Background: an optimization exercise with open tools, aiming at small area and a short achievable clock period. Do not read the settings as production practice. Function was checked by simulation only, so behaviour that the tests miss may differ from the original. Power figures rest on the tool's default switching activity, not on a simulated workload.

==> design/flow/run.sh <==
#!/bin/bash
# synth_recipe.tcl (not shown) runs the flow's synth.tcl, then flattens the netlist and writes it again
# the make line also repeats each setting of config.mk as NAME=value (left out here)
make -C /OpenROAD-flow-scripts/flow DESIGN_CONFIG=/design/flow/config.mk WORK_HOME=/design/flow/orfs CLKGATE_MAP_FILE= SYNTH_SCRIPT=/design/flow/synth_recipe.tcl finish
==> design/flow/config.mk <==
export PLATFORM = sky130hd
export DESIGN_NAME = datapath
export DESIGN_NICKNAME = datapath
export VERILOG_FILES = /design/flow/design.v
export SDC_FILE = /design/flow/constraint.sdc
export NUM_CORES = 4
export LEC_CHECK = 0
export CAP_MARGIN = 20
export CORE_MARGIN = 2
export CORE_UTILIZATION = 65
export SETUP_SLACK_MARGIN = 2.0
export SLEW_MARGIN = 20
export SYNTH_HIERARCHICAL = 1
export SYNTH_MINIMUM_KEEP_SIZE = 0
==> design/flow/constraint.sdc <==
create_clock -name core_clock -period 5.0 [get_ports {clk}]
set_input_delay 1.0000 -clock core_clock [delete_from_list [all_inputs] [get_ports {clk}]]
set_output_delay 1.0000 -clock core_clock [all_outputs]
set_load 0.01 [all_outputs]
==> design/flow/design.v <==
module datapath(datapath_in, vsel, writenum, write, readnum, clk, loada, loadb, shift, asel, bsel, ALUop, loadc, loads, datapath_out, Z_out);
  input write, clk, loada, loadb, vsel, asel, bsel, loadc, loads;
  input [1:0] shift, ALUop;
  input [2:0] writenum, readnum;
  input [15:0] datapath_in;
  output [15:0] datapath_out;
  output Z_out;
  reg [15:0] R0, R1, R2, R3, R4, R5, R6, R7;
  reg [15:0] A, B, C;
  reg S;
  wire [15:0] wdata = vsel ? datapath_in : C;
  always @(posedge clk) begin
    if (write && writenum == 3'd0) R0 <= wdata;
    if (write && writenum == 3'd1) R1 <= wdata;
    if (write && writenum == 3'd2) R2 <= wdata;
    if (write && writenum == 3'd3) R3 <= wdata;
    if (write && writenum == 3'd4) R4 <= wdata;
    if (write && writenum == 3'd5) R5 <= wdata;
    if (write && writenum == 3'd6) R6 <= wdata;
    if (write && writenum == 3'd7) R7 <= wdata;
  end
  wire [7:0] rsel = 8'b1 << readnum;
  wire [15:0] rdata;
  genvar i;
  generate
    for (i = 0; i < 16; i = i + 1) begin : rd
      read_bit u(.r({R7[i], R6[i], R5[i], R4[i], R3[i], R2[i], R1[i], R0[i]}), .s(rsel), .q(rdata[i]));
    end
  endgenerate
  always @(posedge clk) begin
    if (loada) A <= rdata;
    if (loadb) B <= rdata;
  end
  wire sel_b = ~bsel & ~shift[1] & ~shift[0];    
  wire sel_l = ~bsel & ~shift[1] & shift[0];     
  wire sel_r = ~bsel & shift[1];                 
  wire sel_s = ~bsel & shift[1] & shift[0];      
  wire sub = ALUop[0];
  wire [15:0] bx;
  operand_bit3 ob0(.s0(sel_b), .d0(B[0]), .s1(sel_r), .d1(B[1]), .s2(bsel), .d2(datapath_in[0]), .inv(sub), .bx(bx[0]));
  generate
    for (i = 1; i < 5; i = i + 1) begin : ob_imm
      operand_bit4 u(.s0(sel_b), .d0(B[i]), .s1(sel_l), .d1(B[i-1]), .s2(sel_r), .d2(B[i+1]),
                     .s3(bsel), .d3(datapath_in[i]), .inv(sub), .bx(bx[i]));
    end
    for (i = 5; i < 15; i = i + 1) begin : ob
      operand_bit3 u(.s0(sel_b), .d0(B[i]), .s1(sel_l), .d1(B[i-1]), .s2(sel_r), .d2(B[i+1]), .inv(sub), .bx(bx[i]));
    end
  endgenerate
  operand_bit3 ob15(.s0(sel_b), .d0(B[15]), .s1(sel_l), .d1(B[14]), .s2(sel_s), .d2(B[15]), .inv(sub), .bx(bx[15]));
  wire [15:0] ain = A & {16{~asel}};
  wire [15:0] p, g, y;
  generate
    for (i = 0; i < 16; i = i + 1) begin : pg
      xor_bit ux(.a(ain[i]), .b(bx[i]), .y(p[i]));
      and_or_bit ua(.a(ain[i]), .b(bx[i]), .g(g[i]), .y(y[i]));
    end
  endgenerate
  wire [15:0] carry;
  prefix16 u_pfx(.p(p), .g(g), .cin(sub), .c(carry));
  wire arith = ~ALUop[1];
  wire pick_not = ALUop[1] & ALUop[0];
  wire pick_and = ALUop[1] & ~ALUop[0];
  wire [15:0] alu_out;
  generate
    for (i = 0; i < 16; i = i + 1) begin : res
      result_bit u(.p(p[i]), .c(carry[i]), .arith(arith), .pick_not(pick_not), .bx(bx[i]),
                   .pick_and(pick_and), .g(g[i]), .out(alu_out[i]));
    end
  endgenerate
  wire Z;
  zero_flag u_z(.op(ALUop), .p(p), .y(y), .g(g), .bx(bx), .z(Z));
  always @(posedge clk) begin
    if (loadc) C <= alu_out;
    if (loads) S <= Z;
  end
  assign datapath_out = C;
  assign Z_out = S;
endmodule
module read_bit(r, s, q);
  input [7:0] r, s;
  output q;
  assign q = |(r & s);
endmodule
module operand_bit3(s0, d0, s1, d1, s2, d2, inv, bx);
  input s0, d0, s1, d1, s2, d2, inv;
  output bx;
  assign bx = ((s0 & d0) | (s1 & d1) | (s2 & d2)) ^ inv;
endmodule
module operand_bit4(s0, d0, s1, d1, s2, d2, s3, d3, inv, bx);
  input s0, d0, s1, d1, s2, d2, s3, d3, inv;
  output bx;
  assign bx = ((s0 & d0) | (s1 & d1) | (s2 & d2) | (s3 & d3)) ^ inv;
endmodule
module xor_bit(a, b, y);
  input a, b;
  output y;
  assign y = a ^ b;
endmodule
module and_or_bit(a, b, g, y);
  input a, b;
  output g, y;
  assign g = a & b;
  assign y = a | b;
endmodule
module prefix16(p, g, cin, c);
  input [15:0] p, g;
  input cin;
  output [15:0] c;
  wire [15:0] g0 = {g[15:1], g[0] | (p[0] & cin)};
  wire [15:0] g1, p1, g2, p2, g3, p3, g4;
  genvar i;
  generate
    for (i = 0; i < 16; i = i + 1) begin : lvl
      if (i % 2 == 1) begin : l1
        assign g1[i] = g0[i] | (p[i] & g0[i-1]);
        assign p1[i] = p[i] & p[i-1];
      end else begin : l1n
        assign g1[i] = g0[i];
        assign p1[i] = p[i];
      end
      if (i % 4 >= 2) begin : l2
        assign g2[i] = g1[i] | (p1[i] & g1[(i/4)*4+1]);
        assign p2[i] = p1[i] & p1[(i/4)*4+1];
      end else begin : l2n
        assign g2[i] = g1[i];
        assign p2[i] = p1[i];
      end
      if (i % 8 >= 4) begin : l3
        assign g3[i] = g2[i] | (p2[i] & g2[(i/8)*8+3]);
        assign p3[i] = p2[i] & p2[(i/8)*8+3];
      end else begin : l3n
        assign g3[i] = g2[i];
        assign p3[i] = p2[i];
      end
      if (i >= 8) begin : l4
        assign g4[i] = g3[i] | (p3[i] & g3[7]);
      end else begin : l4n
        assign g4[i] = g3[i];
      end
    end
  endgenerate
  assign c = {g4[14:0], cin};
endmodule
module result_bit(p, c, arith, pick_not, bx, pick_and, g, out);
  input p, c, arith, pick_not, bx, pick_and, g;
  output out;
  assign out = (arith & (p ^ c)) | (pick_not & bx) | (pick_and & g);
endmodule
module zero_flag(op, p, y, g, bx, z);
  input [1:0] op;
  input [15:0] p, y, g, bx;
  output z;
  wire z_arith = &(p ~^ {y[14:0], op[0]});
  wire z_and = ~|g;
  wire z_not = ~|bx;
  assign z = op[1] ? (op[0] ? z_not : z_and) : z_arith;
endmodule
==> results.json, run 1 <==
{
  "vdd_ir_drop_max_mv": 0.321,
  "drc": 0,
  "synth.avg_cell_area_sq_um": 15.0,
  "cp_common_cell": "xnor2_1",
  "final_antenna_net_count": 0,
  "worstMarginPinSlew_ns": 1.01,
  "max-cap-violations": 0,
  "cp_data_arrival_time_ns": 3.62,
  "worstSetupStartpoint": "bsel",
  "vias_per_cell": 6.66,
  "yosys_warnings": 7,
  "tns_ns": 0,
  "drtPass1Iterations": 6,
  "synth_area_sq_um": 8100,
  "syn_nets": 576,
  "place_congestion": 0.888,
  "grt_pass1_vias": 5752,
  "crit_path_top_delay_cell": "a222oi_1",
  "clock_path_buffers": 2,
  "crit_chain": "buf_12 > buf_4 > a222oi_1 > xnor2_1 > xor2_1 > a21o_4 > nand4_1 > a21oi_2 > o2111ai_4 > a32oi_2 > xnor2_1 > o21ai_1",
  "holdBufCountCts": 0,
  "wirelength_um": 21900,
  "die_w_um": 116,
  "clock_latency_ns": 0.43,
  "syn_inst": 541,
  "critPathMaxStageDelay_ns": 0.48,
  "min_from": "R6[0]$_DFFE_PP_",
  "finalHoldViolations": 0,
  "numClockSinks": 177,
  "die_h_um": 116,
  "drt-wirelength-per-cell_um": 25.3,
  "hpwl_um": 12600,
  "vias": 5759,
  "setup_viol": 0,
  "grtUsageTotal": 0.332,
  "drt_iter0_drc": 781,
  "grt.overflow.total": 0,
  "clock_skew_ns": 0.0112,
  "power.density_nw_per_um2": 372,
  "end_kind": "flip-flop",
  "start_kind": "primary input",
  "port_buffers": 51,
  "fmax_mhz": 291,
  "hold_path.class": "flip-flop to flip-flop",
  "cp.required_ns": 5.18,
  "slew_headroom": 0.322,
  "grt_setup_unrepaired": "yes",
  "path_delay_family": "compound AO/OA/AOI/OAI gates",
  "setup.worst_path.class": "primary input to flip-flop",
  "layout_min_cycle_time_ns": 3.44,
  "worst-path-buf-inv": 2,
  "p_leak_uw": 0.00376,
  "cts_buffers": 17,
  "antenna_found_initial": 0,
  "start_util": 0.671,
  "clkSlewWorstSetupHoldPaths_ns": 0.07,
  "status": "no timing/DRC/antenna violations",
  "cp_max_fo": 5,
  "area_delta_synth_final_pct": 29.3,
  "finalCritPeriodShare": 0.688,
  "p_total_uw": 3890,
  "maxSlewViolCount": 0,
  "row_count": 40,
  "grt_pass1_wl_um": 32100,
  "antennaDiodeCount": 0,
  "ios": 52,
  "die_area_sq_um": 13400,
  "htree_num_levels": 4,
  "r2r-start": "B[0]$_DFFE_PP_",
  "fillerInstances": 491,
  "cts_tree": "built",
  "grt_max_degree": 18,
  "ctsRootBufferMaster": "clkbuf_16",
  "core_sq_um": 12100,
  "nNetsFinal": 719,
  "utilization": 0.868,
  "drive_above_1_share": 0.298
}
## through the flow
stage | area, sq um | hold slack (ns) | instances | worst slack [ns]
finish | 10500 | 0.593 | 865 | 1.56
global placement | 9040 | 0.560 | 770 | 0.376
global route | 10500 | 0.624 | 865 | 1.43
CTS | 10300 | 0.593 | 850 | 1.83
floorplan | 8210 | 0.539 | 541 | 1.31
detailed placement | 9040 | 0.567 | 770 | 0.246
## cell type report
class	count	area, sq um	share of cell area
Clock buffer	17	425	0.0407
Clock inverter	15	148	0.0141
Inverter	21	78.8	0.00753
Multi-Input combinational cell	339	3130	0.299
Sequential cell	177	5320	0.508
Tap cell	168	210	0.0201
Timing Repair Buffer	128	1160	0.111
## path summary, 6_finish.rpt
path                            slack, ns               to  depth (start not counted)
worst max register to register       1.94  C[13]$_DFFE_PP_                         10
worst max-delay path                 1.56  C[13]$_DFFE_PP_                         12
worst min register to register       0.59   B[0]$_DFFE_PP_                          2
worst min-delay path                 0.59   B[0]$_DFFE_PP_                          2
## report_power, final
| group | switching, uW | internal (uW) | total [uW] |
|---|---|---|---|
| Clock | 586 | 699 | 1290 |
| Combinational | 433 | 378 | 811 |
| Sequential | 42.7 | 1750 | 1790 |
| Total | 1060 | 2830 | 3890 |
## per-layer routing
layer	track usage	wire, um	share of wire
met5	0	0	0
met4	0.129	704	0.032
met3	0.0654	1820	0.083
met2	0.578	11300	0.52
met1	0.414	8050	0.37
## placed cells by master (no fill, tap or decap), types with 15 or more instances in the layout
cell             count
xnor2_2             15
o21ai_1             18
buf_4               65
clkdlybuf4s50_1     44
nand4_1             22
edfxtp_1           177
xnor2_1             17
clkbuf_16           17
inv_1               21
a22oi_1             80
xor2_1              17
## worst register-to-register path: cells and delay by family, from the launching register on
family	cells	cell delay [ns]
AOI/OAI and AO/OA	6	1.51
xor gates and xnor gates	3	0.73
and+or+nand+nor	1	0.18
DFF	1	0.41
## state kept, by name (all words and copies together), names as in the netlist
signal and count:
R3 16, R7 16, B 16, A 16, R0 16, R6 16
R5 16, S 1, R2 16, C 16, R4 16, R1 16
## repair_timing
action | CTS | global route
endpoints found under the hold margin | 0 | 0
pin swaps | 61 | 40
resized for setup | 73 | 17
buffers inserted | 48 | 15
endpoints found under the setup margin | 17 | 14
==> run 2, diff against run 1 <==
--- a/design/flow/config.mk
+++ b/design/flow/config.mk
@@ -10,3 +10,3 @@
 export CORE_UTILIZATION = 65
-export SETUP_SLACK_MARGIN = 2.0
+export SETUP_SLACK_MARGIN = 2.6
 export SLEW_MARGIN = 20
==> results.json, run 2 <==
{
  "stdcell_count": 863,
  "grt_max_degree": 19,
  "clkSlewWorstSetupHoldPaths_ns": 0.07,
  "cts_tree": "built",
  "drt_iter0_drc": 955,
  "netSwitchingPower_uw": 1130,
  "die_h_um": 116,
  "cp_data_arrival_time_ns": 3.56,
  "grt.overflow.total": 0,
  "switching_share": 0.281,
  "die_w_um": 116,
  "wirelength_um": 24400,
  "grt_pass1_vias": 5760,
  "syn_inst": 541,
  "fillerInstances": 461,
  "grt_setup_unrepaired": "yes",
  "setup_viol": 0,
  "slew_headroom": 0.285,
  "power.density_nw_per_um2": 382,
  "drt-wirelength-per-cell_um": 28.3,
  "clock_path_buffers": 2,
  "row_count": 40,
  "area_delta_synth_final_pct": 29.8,
  "combPwrFrac": 0.202,
  "nNetsFinal": 717,
  "syn_nets": 576,
  "mostFrequentLayoutCells": "177 x edfxtp_1, 80 x a22oi_1, 64 x buf_4",
  "clock_skew_ns": 0.0106,
  "cp.required_ns": 5.17,
  "vias": 5944,
  "numClockSinks": 177,
  "synth.avg_cell_area_sq_um": 15.0,
  "antenna_found_initial": 0,
  "htree_num_levels": 4,
  "fmax_mhz": 295,
  "p_int_uw": 2880,
  "status": "no timing/DRC/antenna violations",
  "tns_ns": 0,
  "crit_chain": "buf_6 > nor2b_4 > buf_6 > a22o_1 > a221oi_2 > xnor2_2 > xor2_1 > buf_4 > nand4_1 > buf_4 > a21o_1 > a21oi_2 > a21o_1 > xnor2_1 > o21ai_1",
  "power_frac_seq": 0.447,
  "drtPass1Iterations": 6,
  "core_sq_um": 12100,
  "drc": 0,
  "mostFrequentLayoutCell": "edfxtp_1",
  "place_congestion": 0.878,
  "cts_buffers": 17,
  "grt_pass1_wl_um": 32500,
  "layout_min_cycle_time_ns": 3.39,
  "hold_path.class": "flip-flop to flip-flop",
  "p_total_uw": 4010,
  "start_kind": "primary input",
  "vias_per_cell": 6.89,
  "crit_path_top_delay_cell": "a221oi_2",
  "end_kind": "flip-flop",
  "holdWs_ns": 0.595,
  "synth_area_sq_um": 8100,
  "dp_cells": 775,
  "antennaDiodeCount": 0,
  "max-cap-violations": 0,
  "utilization": 0.871,
  "finalHoldViolations": 0,
  "ctsRootBufferMaster": "clkbuf_16",
  "final_antenna_net_count": 0,
  "yosys_warnings": 7,
  "start_util": 0.671,
  "pwr-share-clk": 0.351,
  "worst-path-buf-inv": 4,
  "path_delay_family": "compound AO/OA/AOI/OAI gates",
  "hpwl_um": 12800,
  "clock_latency_ns": 0.43,
  "ios": 52,
  "critPathMaxStageDelay_ns": 0.29,
  "grtUsageTotal": 0.337,
  "drive_above_1_share": 0.309,
  "finalCritPeriodShare": 0.678,
  "die_area_sq_um": 13400,
  "maxSlewViolCount": 0,
  "worstMarginPinSlew_ns": 1.07,
  "setup.worst_path.class": "primary input to flip-flop",
  "cp_max_fo": 5,
  "p_leak_uw": 0.00385,
  "port_buffers": 51,
  "vdd_ir_drop_max_mv": 0.341
}
## run 2: repair_timing
item                       4_1_cts  5_1_grt
setup buffers                   36       19
hold buffers                     0        0
setup endpoints to repair      244       50
cloned                           0        1
pin swaps                       39       46
gates resized for setup         73       37
## run 2: layout make-up
class / instances / area [sq um] / area share
clock inverter: 15 / 190 / 0.0181
inverter: 21 / 78.8 / 0.00750
timing repair buffer: 126 / 1150 / 0.109
sequential: 177 / 5320 / 0.506
multi-input combinational: 339 / 3140 / 0.299
clock buffer: 17 / 425 / 0.0405
tap: 168 / 210 / 0.0200
## run 2: worst paths after layout
check	start	to	slack, ns	cells past startpoint
setup / recovery	shift[1]	C[10]$_DFFE_PP_	1.61	15
hold / removal	R6[6]$_DFFE_PP_	B[6]$_DFFE_PP_	0.60	2
setup reg to reg	B[2]$_DFFE_PP_	C[10]$_DFFE_PP_	2.10	11
hold reg to reg	R6[6]$_DFFE_PP_	B[6]$_DFFE_PP_	0.60	2
## run 2: power groups by stage
stage               clock network (uW)  logic (uW)  registers, uW
floorplan                            0         368           1810
CTS                               1380         693           1790
global route                      1450         851           1800
global placement                     0         582           1820
finish                            1410         812           1790
detailed placement                   0         594           1820
## run 2: worst reg2reg max path, delay by kind of cell, from the launching register on
family                 cells  cell delay (ns)
AO/OA/AOI/OAI              6             1.15
buffers and inverters      1             0.19
flip-flops                 1             0.45
XOR/XNOR                   3             0.65
AND/OR/NAND/NOR            1             0.19
## run 2: through the flow
step / instance area (sq um) / setup slack (ns)
2_1_floorplan: 8240 / 1.31
3_3_place_gp: 9070 / 0.460
3_5_place_dp: 9070 / 0.332
4_1_cts: 10200 / 1.73
5_1_grt: 10500 / 1.52
6_report: 10500 / 1.61
## run 2: routing by layer
layer | GRT usage | share of wire | vias to the layer above
met1 | 0.429 | 0.36 | 2887
met2 | 0.582 | 0.50 | 512
met5 | 0 | 0 | -
met4 | 0.133 | 0.029 | 0
met3 | 0.0560 | 0.11 | 71
li1 | - | - | 2474
==> run 3, diff against run 2 <==
==> design/flow/flow/run.sh (new file) <==
#!/bin/bash
# Layout flow: the standard flow (standard.sh, unchanged synthesis) with
# smaller port buffers and no dummy clock loads. Each tool's full output
# stays in orfs/logs/; make's own output goes to flow_make.log here.
set -euo pipefail
bash standard.sh \
  "BUFFER_PORTS_ARGS=-buffer_cell sky130_fd_sc_hd__buf_2" \
  "CTS_ARGS=-sink_clustering_enable -repair_clock_nets -dont_use_dummy_load" \
  finish > flow_make.log 2>&1
==> design/flow/standard.sh (new file) <==
#!/bin/bash
# synth_recipe.tcl (not shown) runs the flow's synth.tcl, then flattens the netlist and writes it again
# the make line also repeats each setting of config.mk as NAME=value (left out here)
make -C /OpenROAD-flow-scripts/flow DESIGN_CONFIG=/design/flow/config.mk WORK_HOME=/design/flow/orfs CLKGATE_MAP_FILE= SYNTH_SCRIPT=/design/flow/synth_recipe.tcl "${@:-finish}"
removed: design/flow/run.sh
==> results.json, run 3 <==
{
  "nNetsFinal": 717,
  "cp_common_cell": "xnor2_1",
  "grtUsageTotal": 0.328,
  "utilization": 0.835,
  "yosys_warnings": 7,
  "row_count": 40,
  "layout_min_cycle_time_ns": 3.26,
  "setup_viol": 0,
  "p_int_uw": 2690,
  "end_kind": "flip-flop",
  "mostFrequentLayoutCell": "edfxtp_1",
  "clock_skew_ns": 0.0183,
  "crit_path_top_delay_cell": "a222oi_1",
  "clock_path_buffers": 2,
  "core_sq_um": 12100,
  "area_delta_synth_final_pct": 24.4,
  "die_w_um": 116,
  "synth_area_sq_um": 8100,
  "status": "no timing/DRC/antenna violations",
  "cp.required_ns": 5.17,
  "drtPass1Iterations": 8,
  "mostFrequentLayoutCells": "177 x edfxtp_1, 80 x a22oi_1, 70 x buf_4",
  "pre_cts_slack_ns": 0.696,
  "clkSlewWorstSetupHoldPaths_ns": 0.06,
  "vias": 5670,
  "die_area_sq_um": 13400,
  "wirelength_um": 21100,
  "place_congestion": 0.920,
  "port_buffers": 51,
  "ios": 52,
  "drive_above_1_share": 0.359,
  "p_leak_uw": 0.00368,
  "drt-wirelength-per-cell_um": 24.9,
  "path_delay_family": "compound AO/OA/AOI/OAI gates",
  "power_frac_seq": 0.492,
  "htree_num_levels": 4,
  "switching_share": 0.259,
  "numClockSinks": 177,
  "fillerInstances": 569,
  "worst-path-buf-inv": 1,
  "crit_chain": "buf_6 > nor2b_4 > a222oi_1 > xnor2_1 > xor2_1 > a21o_4 > nand4_1 > a21oi_2 > o2111ai_4 > a32oi_2 > xnor2_1 > o21ai_1",
  "power.density_nw_per_um2": 361,
  "synth.avg_cell_area_sq_um": 15.0,
  "start_kind": "primary input",
  "hold_path.class": "flip-flop to flip-flop",
  "antennaDiodeCount": 0,
  "tns_ns": 0,
  "grt_pass1_vias": 5631,
  "cts_buffers": 17,
  "maxSlewViolCount": 0,
  "holdBufCountCts": 0,
  "pwr-share-clk": 0.291,
  "combPwrFrac": 0.217,
  "slew_headroom": 0.374,
  "die_h_um": 116,
  "grt_pass1_wl_um": 31200,
  "ctsRootBufferMaster": "clkbuf_16",
  "syn_inst": 541,
  "hpwl_um": 12200,
  "critPathMaxStageDelay_ns": 0.35,
  "finalCritPeriodShare": 0.652,
  "drt_iter0_drc": 785,
  "syn_nets": 576,
  "antenna_found_initial": 0,
  "fmax_mhz": 307,
  "clock_latency_ns": 0.42,
  "worstMarginPinSlew_ns": 0.938,
  "grt.overflow.total": 0,
  "grt_setup_unrepaired": "yes",
  "netSwitchingPower_uw": 941,
  "cts_tree": "built",
  "vdd_ir_drop_max_mv": 0.307,
  "cp_data_arrival_time_ns": 3.43,
  "drc": 0,
  "setup.worst_path.class": "primary input to flip-flop",
  "max-cap-violations": 0,
  "vias_per_cell": 6.69,
  "finalHoldViolations": 0,
  "start_util": 0.671,
  "final_antenna_net_count": 0,
  "setup_ws_ns": 1.74,
  "grt_max_degree": 24,
  "cp_max_fo": 5
}
==> run 3: cell count changes in the layout (fill, tap and decap cells not counted), sizes merged <==
cell,change
buf,+48
bufinv,-2
clkdlybuf4s15,-1
clkdlybuf4s50,-33
clkinv,-4
clkinvlp,-1
dlygate4sd2,-5
dlymetal6s2s,-9
inv,-8
==> run 3: final cells by class <==
cell class	count	area (sq um)	share of cell area
timing repair buffer	126	901	0.0894
clock buffer	17	425	0.0422
tap	168	210	0.0209
inverter	21	78.8	0.00783
multi-input combinational	339	3140	0.312
sequential	177	5320	0.528
==> run 3: tightest hold or removal path, delay by kind of cell (launching register included) <==
| kind | cells | cell delay, ns |
|---|---|---|
| compound gates | 1 | 0.06 |
| flops | 1 | 0.32 |
| simple gates | 1 | 0.09 |
==> run 3: power by group through the flow <==
stage / registers (uW) / clock network, uW / logic [uW]
after floorplan: 1810 / 0 / 368
after global placement: 1810 / 0 / 528
after detailed placement: 1820 / 0 / 542
after CTS: 1790 / 1070 / 705
after global routing: 1790 / 1120 / 832
final: 1790 / 1060 / 788
==> run 3: per-layer routing <==
| metal | GRT usage | vias up | share of wire |
|---|---|---|---|
| met5 | 0 | - | 0 |
| met4 | 0.144 | 0 | 0.035 |
| met3 | 0.0774 | 71 | 0.066 |
| met2 | 0.557 | 295 | 0.51 |
| met1 | 0.406 | 2849 | 0.39 |
| li1 | - | 2455 | - |
==> run 3: worst paths after layout <==
check                        from              end  slack [ns]  depth (start not counted)
setup / recovery         shift[1]  C[13]$_DFFE_PP_        1.74                         12
setup reg to reg   B[0]$_DFFE_PP_  C[13]$_DFFE_PP_        2.09                         10
hold reg to reg   R6[0]$_DFFE_PP_   B[0]$_DFFE_PP_        0.60                          2
hold / removal    R6[0]$_DFFE_PP_   B[0]$_DFFE_PP_        0.60                          2
==> run 3: repair_timing <==
| action | in CTS | in global routing |
|---|---|---|
| pin swaps | 71 | 41 |
| resized for setup | 52 | 14 |
| buffers inserted | 53 | 15 |
| endpoints found under the setup margin | 17 | 16 |
==> run 3: stage by stage <==
step	cells	hold WS [ns]	power, uW	area [sq um]
after floorplan	541	0.539	2180	8240
after global routing	848	0.646	3750	10100
after CTS	833	0.603	3560	9880
after global placement	763	0.560	2340	8730
after detailed placement	763	0.569	2360	8730
final	848	0.598	3640	10100

port drivers added, routing unchanged:
No port has a modelled driver above. Below, the same layouts with a new extraction and two added sets of constraints. Step 1 sets driving cells, clkbuf_16 on the clock port and buf_2 on the other inputs (assumed; they add their load-dependent delay and slew). Step 2 adds t to the input delays and takes it off the output delays; t is the mean of the earliest and latest rising clock arrival at the registers after step 1. Input paths then give back, and output paths get back, about the clock's delay inside the block. Three values: no drivers, after step 1, after step 2; two values: the first two.
| run | t (ns) | slack for setup (ns) | latest minus earliest clock arrival (ns) | worst slew at a driven data input, ns | pins driven straight from the clock port |
|---|---|---|---|---|---|
| run 1 | 0.468 | 1.559 / 1.533 / 1.065 | 0.011 / 0.012 | 0.07 | 1 |
| run 2 | 0.468 | 1.610 / 1.603 / 1.135 | 0.011 / 0.012 | 0.07 | 1 |
| run 3 | 0.457 | 1.741 / 1.735 / 1.278 | 0.019 / 0.020 | 0.06 | 1 |
After both steps setup and hold are still met in every run listed. For run 1, which loses most, drivers alone change the setup slack by -0.026 ns; drivers and shift together by -0.494 ns.
